This design comes from an exercise in tuning for small area, a short achievable clock period and few clock cycles on the open sky130 flow, not from production work. In this exercise RTL edits were held to simulation tests only and were not proved equivalent to the original. The flow treats the clock pin as an ideal source, which a real chip does not have. Power and IR drop assume default switching activity.

==> run K: inputs <==
Design LOONG_ENC, start of the top module:
module LOONG_ENC (
    input  wire        clk,
    input  wire        reset,         
    input  wire        start,
    input  wire [63:0] plaintext,
    input  wire [63:0] roundKey,
    output reg  [63:0] ciphertext,
    output reg         done
);
localparam [63:0] CIPHER_CONST = 64'h6407_1204_6107_1004;
wire [63:0] txt_m;
wire [63:0] key_m;
text_matrix matirx_form (
    .text(plaintext),
    .RKey(roundKey),
    .txt_matrix(txt_m),
    .key_matrix(key_m)
);
always @(posedge clk or negedge reset) begin
    if (~reset) done <= 1'b0;
    else        done <= start;
end
always @(posedge clk) begin
    ciphertext <= txt_m ^ key_m ^ CIPHER_CONST;
end
endmodule
export LEC_CHECK = 0
export CAP_MARGIN = 20
export CORE_MARGIN = 2
export CORE_UTILIZATION = 40
export SLEW_MARGIN = 20
create_clock -name core_clock -period 5.0 [get_ports {clk}]
standard.sh (not shown) runs the stock make flow with config.mk's settings and CLKGATE_MAP_FILE= SYNTH_SCRIPT=/design/flow/synth_recipe.tcl, a recipe that flattens the netlist after the stock synthesis.
==> flow/flow/run.sh <==
#!/bin/bash
# Layout flow: the standard synthesis and flow, with small port buffers and
# output pins spread evenly (flow/pins.tcl), each output register and its
# port buffer next to the pin (flow/place.tcl)
# and a one-level clock distribution (flow/clk.tcl) in place of the CTS tree.
# Each tool's output goes to its own log in the work folder.
set -euo pipefail
W=$(pwd)
bash standard.sh synth > "$W/synth.log" 2>&1
bash standard.sh \
  BUFFER_PORTS_ARGS="-buffer_cell sky130_fd_sc_hd__buf_1" \
  PRE_IO_PLACEMENT_TCL="$W/flow/pins.tcl" \
  PRE_DETAIL_PLACE_TCL="$W/flow/place.tcl" \
  POST_DETAIL_PLACE_TCL="$W/flow/post_dp.tcl" \
  PRE_CTS_TCL="$W/flow/pre_cts.tcl" \
  CTS_ARGS="-buf_list sky130_fd_sc_hd__clkbuf_16 -root_buf sky130_fd_sc_hd__clkbuf_16 -dont_use_dummy_load" \
  finish > "$W/layout.log" 2>&1
==> flow/flow/pins.tcl <==
# Runs before ORFS's pin placement: the output pins are spread evenly around
# the die's four edges (each in a 1 um window), so that every output's
# register and port buffer can sit right next to its pin (place.tcl). The
# input pins are left to place_pins.
set die [[ord::get_db_block] getDieArea]
set dbu [[ord::get_db_block] getDbUnitsPerMicron]
set w [expr {[$die dx] / double($dbu)}]
set h [expr {[$die dy] / double($dbu)}]
set outs {done}
for {set i 0} {$i < 64} {incr i} { lappend outs "ciphertext\[$i\]" }
set n [llength $outs]
set per [list [expr {($n + 3) / 4}] [expr {($n + 2) / 4}] [expr {($n + 1) / 4}] [expr {$n / 4}]]
set k 0
foreach edge {bottom right top left} cnt $per {
  set len [expr {$edge eq "bottom" || $edge eq "top" ? $w : $h}]
  for {set j 0} {$j < $cnt} {incr j} {
    set c [expr {4.0 + ($len - 8.0) * ($j + 0.5) / $cnt}]
    set_io_pin_constraint -pin_names [list [lindex $outs $k]] \
      -region $edge:[format %.2f [expr {$c - 0.7}]]-[format %.2f [expr {$c + 0.7}]]
    incr k
  }
}
Other scripts of this flow, unchanged in this note and not shown: flow/flow/clk.tcl, flow/flow/place.tcl, flow/flow/post_dp.tcl, flow/flow/pre_cts.tcl, flow/flow/sites.tcl
==> inputs of run M, as changes to run K <==
--- a/flow/flow/pins.tcl
+++ b/flow/flow/pins.tcl
@@ -16,5 +16,5 @@
   for {set j 0} {$j < $cnt} {incr j} {
-    set c [expr {4.0 + ($len - 8.0) * ($j + 0.5) / $cnt}]
+    set c [expr {$len * ($j + 0.5) / $cnt}]
     set_io_pin_constraint -pin_names [list [lindex $outs $k]] \
-      -region $edge:[format %.2f [expr {$c - 0.7}]]-[format %.2f [expr {$c + 0.7}]]
+      -region $edge:[format %.2f [expr {$c - 0.5}]]-[format %.2f [expr {$c + 0.5}]]
     incr k
==> summary of the runs <==
- Run M never finished: it broke off in I/O pin placement (3_2_place_iop) (PPL-0076). Run K completed without violations.
- Synthesized cell count is the same in run M and run K.
- Area after synthesis is the same in run M and run K.
==> figures <==
| metric | run K | run M |
|---|---|---|
| Result of the run | no timing/DRC/antenna violations | stopped before the end |
| Last stage reached | - | I/O pin placement (3_2_place_iop) |
| Vertical die dimension | 72.32 µm | 72.32 µm |
| Initial cell density of the core | 0.4229 | 0.4229 |
| Basic-gate share of the synthesized area counting and, or, nand and nor cells | 0 | 0 |
| Synthesized area per cell | 14.47 µm² | 14.47 µm² |
| Number of nets in the synthesized netlist | 260 | 260 |
| Area share of fa/ha/maj cells after synthesis | 0 | 0 |
| Post-synthesis compound-gate area fraction | 0 | 0 |
| Most instantiated flip-flop cell in the synthesis netlist | sky130_fd_sc_hd__dfxtp_1 | sky130_fd_sc_hd__dfxtp_1 |
| Die width | 72.32 µm | 72.32 µm |
| Count of distinct cell types in the synthesized netlist | 4 | 4 |
| Post-synth top area share | 0.6863 | 0.6863 |
| Most area-hungry cell type in the Yosys netlist | sky130_fd_sc_hd__dfxtp_1 | sky130_fd_sc_hd__dfxtp_1 |
Testbench counts of run K, summed over its fixed seeds: cycles 960.
Testbench counts of run M, summed over its fixed seeds: cycles 960.

==> pepper <==
LOONG_ENC again, from the RTL that the note above started with.
export LEC_CHECK = 0
export CAP_MARGIN = 20
export CORE_MARGIN = 2
export CORE_UTILIZATION = 40
export SLEW_MARGIN = 20
create_clock -name core_clock -period 5.0 [get_ports {clk}]
==> flow/flow/run.sh <==
#!/bin/bash
# Layout flow: the standard synthesis and flow, with small port buffers and
# output pins spread evenly (flow/pins.tcl), each output register and its
# port buffer next to the pin (flow/place.tcl)
# and a one-level clock distribution (flow/clk.tcl) in place of the CTS tree.
# Each tool's output goes to its own log in the work folder.
set -euo pipefail
W=$(pwd)
bash standard.sh synth > "$W/synth.log" 2>&1
bash standard.sh \
  BUFFER_PORTS_ARGS="-buffer_cell sky130_fd_sc_hd__buf_1" \
  PRE_IO_PLACEMENT_TCL="$W/flow/pins.tcl" \
  PRE_DETAIL_PLACE_TCL="$W/flow/place.tcl" \
  POST_DETAIL_PLACE_TCL="$W/flow/post_dp.tcl" \
  PRE_CTS_TCL="$W/flow/pre_cts.tcl" \
  POST_CTS_TCL="$W/flow/post_cts.tcl" \
  CTS_ARGS="-buf_list sky130_fd_sc_hd__buf_12 -root_buf sky130_fd_sc_hd__buf_12 -dont_use_dummy_load" \
  finish > "$W/layout.log" 2>&1
==> flow/flow/clk.tcl <==
# Clock distribution: the clock port drives NCLK buffers, each at the centre
# of the registers of one sector of the die around the registers' centre.
source [file join [file dirname [info script]] sites.tcl]
proc my_clock_buffers { ncl cell } {
  set block [ord::get_db_block]
  my_sites::init 0
  set dbu [$block getDbUnitsPerMicron]
  set pins {}
  set xs 0.0; set ys 0.0
  foreach p [get_pins -of_objects [get_nets clk] -filter "direction==input"] {
    set inst [[sta::sta_to_db_pin $p] getInst]
    set bb [$inst getBBox]
    set x [expr {([$bb xMin] + [$bb xMax]) / 2.0 / $dbu}]
    set y [expr {([$bb yMin] + [$bb yMax]) / 2.0 / $dbu}]
    lappend pins [list $p $x $y]
    set xs [expr {$xs + $x}]; set ys [expr {$ys + $y}]
  }
  set n [llength $pins]
  set cx [expr {$xs / $n}]; set cy [expr {$ys / $n}]
  set pi 3.14159265358979
  set groups {}
  for {set g 0} {$g < $ncl} {incr g} { dict set groups $g {} }
  foreach e $pins {
    lassign $e p x y
    set a [expr {atan2($y - $cy, $x - $cx) + $pi}]
    set g [expr {int($a / (2 * $pi) * $ncl) % $ncl}]
    dict lappend groups $g $e
  }
  set k 0
  dict for {g es} $groups {
    if {[llength $es] == 0} continue
    set gx 0.0; set gy 0.0; set lp {}
    foreach e $es { lassign $e p x y; set gx [expr {$gx + $x}]; set gy [expr {$gy + $y}]; lappend lp $p }
    set m [llength $es]
    set buf [insert_buffer -buffer_cell $cell -net clk -load_pins $lp \
      -location [list [expr {$gx / $m}] [expr {$gy / $m}]] \
      -buffer_name clkbuf_$k -net_name clknet_$k]
    # on the free sites nearest the group's centre, so that no cell moves
    my_sites::put [$block findInst [get_full_name $buf]] [expr {int($gx / $m * $dbu)}] [expr {int($gy / $m * $dbu)}] PLACED
    puts "clock buffer clkbuf_$k: $m registers"
    incr k
  }
  foreach net [$block getNets] {
    if {[string match clknet_* [$net getName]] || [$net getName] eq "clk"} { $net setSigType CLOCK }
  }
}
Other scripts of this flow, unchanged in this note and not shown: flow/flow/pins.tcl, flow/flow/place.tcl, flow/flow/post_cts.tcl, flow/flow/post_dp.tcl, flow/flow/pre_cts.tcl, flow/flow/sites.tcl
==> juniper: changes against pepper <==
==> flow/flow/run.sh (replaced) <==
#!/bin/bash
# Layout flow: the standard synthesis and ORFS flow (standard.sh), with
#  - buf_1 port buffers;
#  - the output pins spread evenly along the edges (flow/pins.tcl);
#  - each output register and its port buffer side by side next to the pin
#    (flow/place.tcl, released by flow/post_dp.tcl), mirrored so that the
#    register's Q faces the buffer (flow/post_cts.tcl; incremental repair after
#    global routing is skipped, as its legalization would undo the mirroring);
#  - a one-level clock distribution, four buf_12 driven by the clock port
#    (flow/clk.tcl via flow/pre_cts.tcl), in place of the CTS tree.
# Each tool's output goes to its own log in the work folder (synth.log,
# layout.log, and ORFS's per-step logs under orfs/logs).
set -euo pipefail
W=$(pwd)
bash standard.sh synth > "$W/synth.log" 2>&1
bash standard.sh \
  BUFFER_PORTS_ARGS="-buffer_cell sky130_fd_sc_hd__buf_1" \
  PRE_IO_PLACEMENT_TCL="$W/flow/pins.tcl" \
  PRE_DETAIL_PLACE_TCL="$W/flow/place.tcl" \
  POST_DETAIL_PLACE_TCL="$W/flow/post_dp.tcl" \
  PRE_CTS_TCL="$W/flow/pre_cts.tcl" \
  POST_CTS_TCL="$W/flow/post_cts.tcl" \
  SKIP_INCREMENTAL_REPAIR=1 \
  CTS_ARGS="-buf_list sky130_fd_sc_hd__buf_12 -root_buf sky130_fd_sc_hd__buf_12 -dont_use_dummy_load" \
  finish > "$W/layout.log" 2>&1
--- a/flow/flow/clk.tcl
+++ b/flow/flow/clk.tcl
@@ -1,3 +1,4 @@
-# Clock distribution: the clock port drives NCLK buffers, each at the centre
-# of the registers of one sector of the die around the registers' centre.
+# Clock distribution: the clock port drives ncl buffers, each on the free sites
+# nearest the centre of the registers of one sector of the die around the
+# registers' centre.
 source [file join [file dirname [info script]] sites.tcl]
--- a/flow/config.mk
+++ b/flow/config.mk
@@ -9,3 +9,3 @@
 export CORE_MARGIN = 2
-export CORE_UTILIZATION = 40
+export CORE_UTILIZATION = 50
 export SLEW_MARGIN = 20
==> cedar: changes against pepper <==
==> flow/flow/run.sh (replaced) <==
#!/bin/bash
# Layout flow: the standard synthesis and ORFS flow (standard.sh), with
#  - buf_1 port buffers;
#  - the output pins spread evenly along the edges (flow/pins.tcl);
#  - each output register and its port buffer side by side next to the pin
#    (flow/place.tcl, released by flow/post_dp.tcl), mirrored so that the
#    register's Q faces the buffer (flow/post_cts.tcl; incremental repair after
#    global routing is skipped, as its legalization would undo the mirroring);
#  - a one-level clock distribution, four buf_12 driven by the clock port
#    (flow/clk.tcl via flow/pre_cts.tcl), in place of the CTS tree.
# Each tool's output goes to its own log in the work folder (synth.log,
# layout.log, and ORFS's per-step logs under orfs/logs).
set -euo pipefail
W=$(pwd)
bash standard.sh synth > "$W/synth.log" 2>&1
bash standard.sh \
  BUFFER_PORTS_ARGS="-buffer_cell sky130_fd_sc_hd__buf_1" \
  PRE_IO_PLACEMENT_TCL="$W/flow/pins.tcl" \
  PRE_DETAIL_PLACE_TCL="$W/flow/place.tcl" \
  POST_DETAIL_PLACE_TCL="$W/flow/post_dp.tcl" \
  PRE_CTS_TCL="$W/flow/pre_cts.tcl" \
  POST_CTS_TCL="$W/flow/post_cts.tcl" \
  SKIP_INCREMENTAL_REPAIR=1 \
  CTS_ARGS="-buf_list sky130_fd_sc_hd__buf_12 -root_buf sky130_fd_sc_hd__buf_12 -dont_use_dummy_load" \
  finish > "$W/layout.log" 2>&1
--- a/flow/flow/clk.tcl
+++ b/flow/flow/clk.tcl
@@ -1,3 +1,4 @@
-# Clock distribution: the clock port drives NCLK buffers, each at the centre
-# of the registers of one sector of the die around the registers' centre.
+# Clock distribution: the clock port drives ncl buffers, each on the free sites
+# nearest the centre of the registers of one sector of the die around the
+# registers' centre.
 source [file join [file dirname [info script]] sites.tcl]
==> notes <==
Worst hold slack: pepper is lower than cedar (0.0069 ns).
Of juniper and pepper, pepper has the higher combinational power (gap about 3%, measured against pepper).
Sequential power is about the same in pepper and juniper.
In flip-flop and latch count, juniper and cedar do not differ.
In critical path depth, juniper and pepper do not differ.
Against juniper, the final cell count of cedar is higher by 1.1%.
==> figures <==
quantity	cedar	pepper	juniper
Post-route insts no fill	380	380	376
Routing usage on met3	9.03%	9.03%	5.99%
Row count	24	24	22
Average wire length per cell after detail routing	16.9 um	18.5 um	17.0 um
Iter 0 DRT Violations	49	58	64
Share of cell area taken by multi-input logic gates	20.4%	20.4%	20.5%
Slew HR	71.4%	69.3%	75.0%
Routed wl met3	820 um	923 um	564 um
Via count of the first global-routing pass	1,469	1,469	1,579
Run status	no timing/DRC/antenna violations	no timing/DRC/antenna violations	no timing/DRC/antenna violations
Area of the die	0.00523 mm^2	0.00523 mm^2	0.00424 mm^2
Total vias in the final route	1,565	1,575	1,580
Wire length reported by the detailed router	6410 um	7030 um	6400 um
Testbench counts of pepper, summed over its fixed seeds: cycles 960.
Testbench counts of juniper, summed over its fixed seeds: cycles 960.
Testbench counts of cedar, summed over its fixed seeds: cycles 960.

-- what the ideal ports hide --
Ports are ideal in the flow. The routed layouts listed here were re-timed in OpenROAD. Step 1, drivers: a clkbuf_16 drives clk and a buf_2 each remaining input, both assumed. Step 2 times the ports against the registers' clock, not the clock port: input delays grow and output delays shrink by t, the midpoint of the rising clock arrivals with the driver on. a / b / c = ideal / step 1 / step 2; a / b = the first two.
run | shift t [ns] | setup slack, ns | worst setup path after step 2 | worst register clock-pin slew, ns | worst slew at a driven data input, ns
run K | 0.202 | 3.367 / 3.296 / 3.371 | input to register | 0.07 / 0.07 | 0.04
pepper | 0.185 | 3.398 / 3.321 / 3.306 | input to register | 0.07 / 0.07 | 0.05
juniper | 0.177 | 3.418 / 3.347 / 3.379 | input to register | 0.07 / 0.07 | 0.05
cedar | 0.178 | 3.417 / 3.343 / 3.345 | input to register | 0.06 / 0.06 | 0.05
After both steps every run listed still meets setup and hold. For pepper, which loses most, drivers alone change the setup slack by -0.077 ns; drivers and shift together by -0.092 ns.
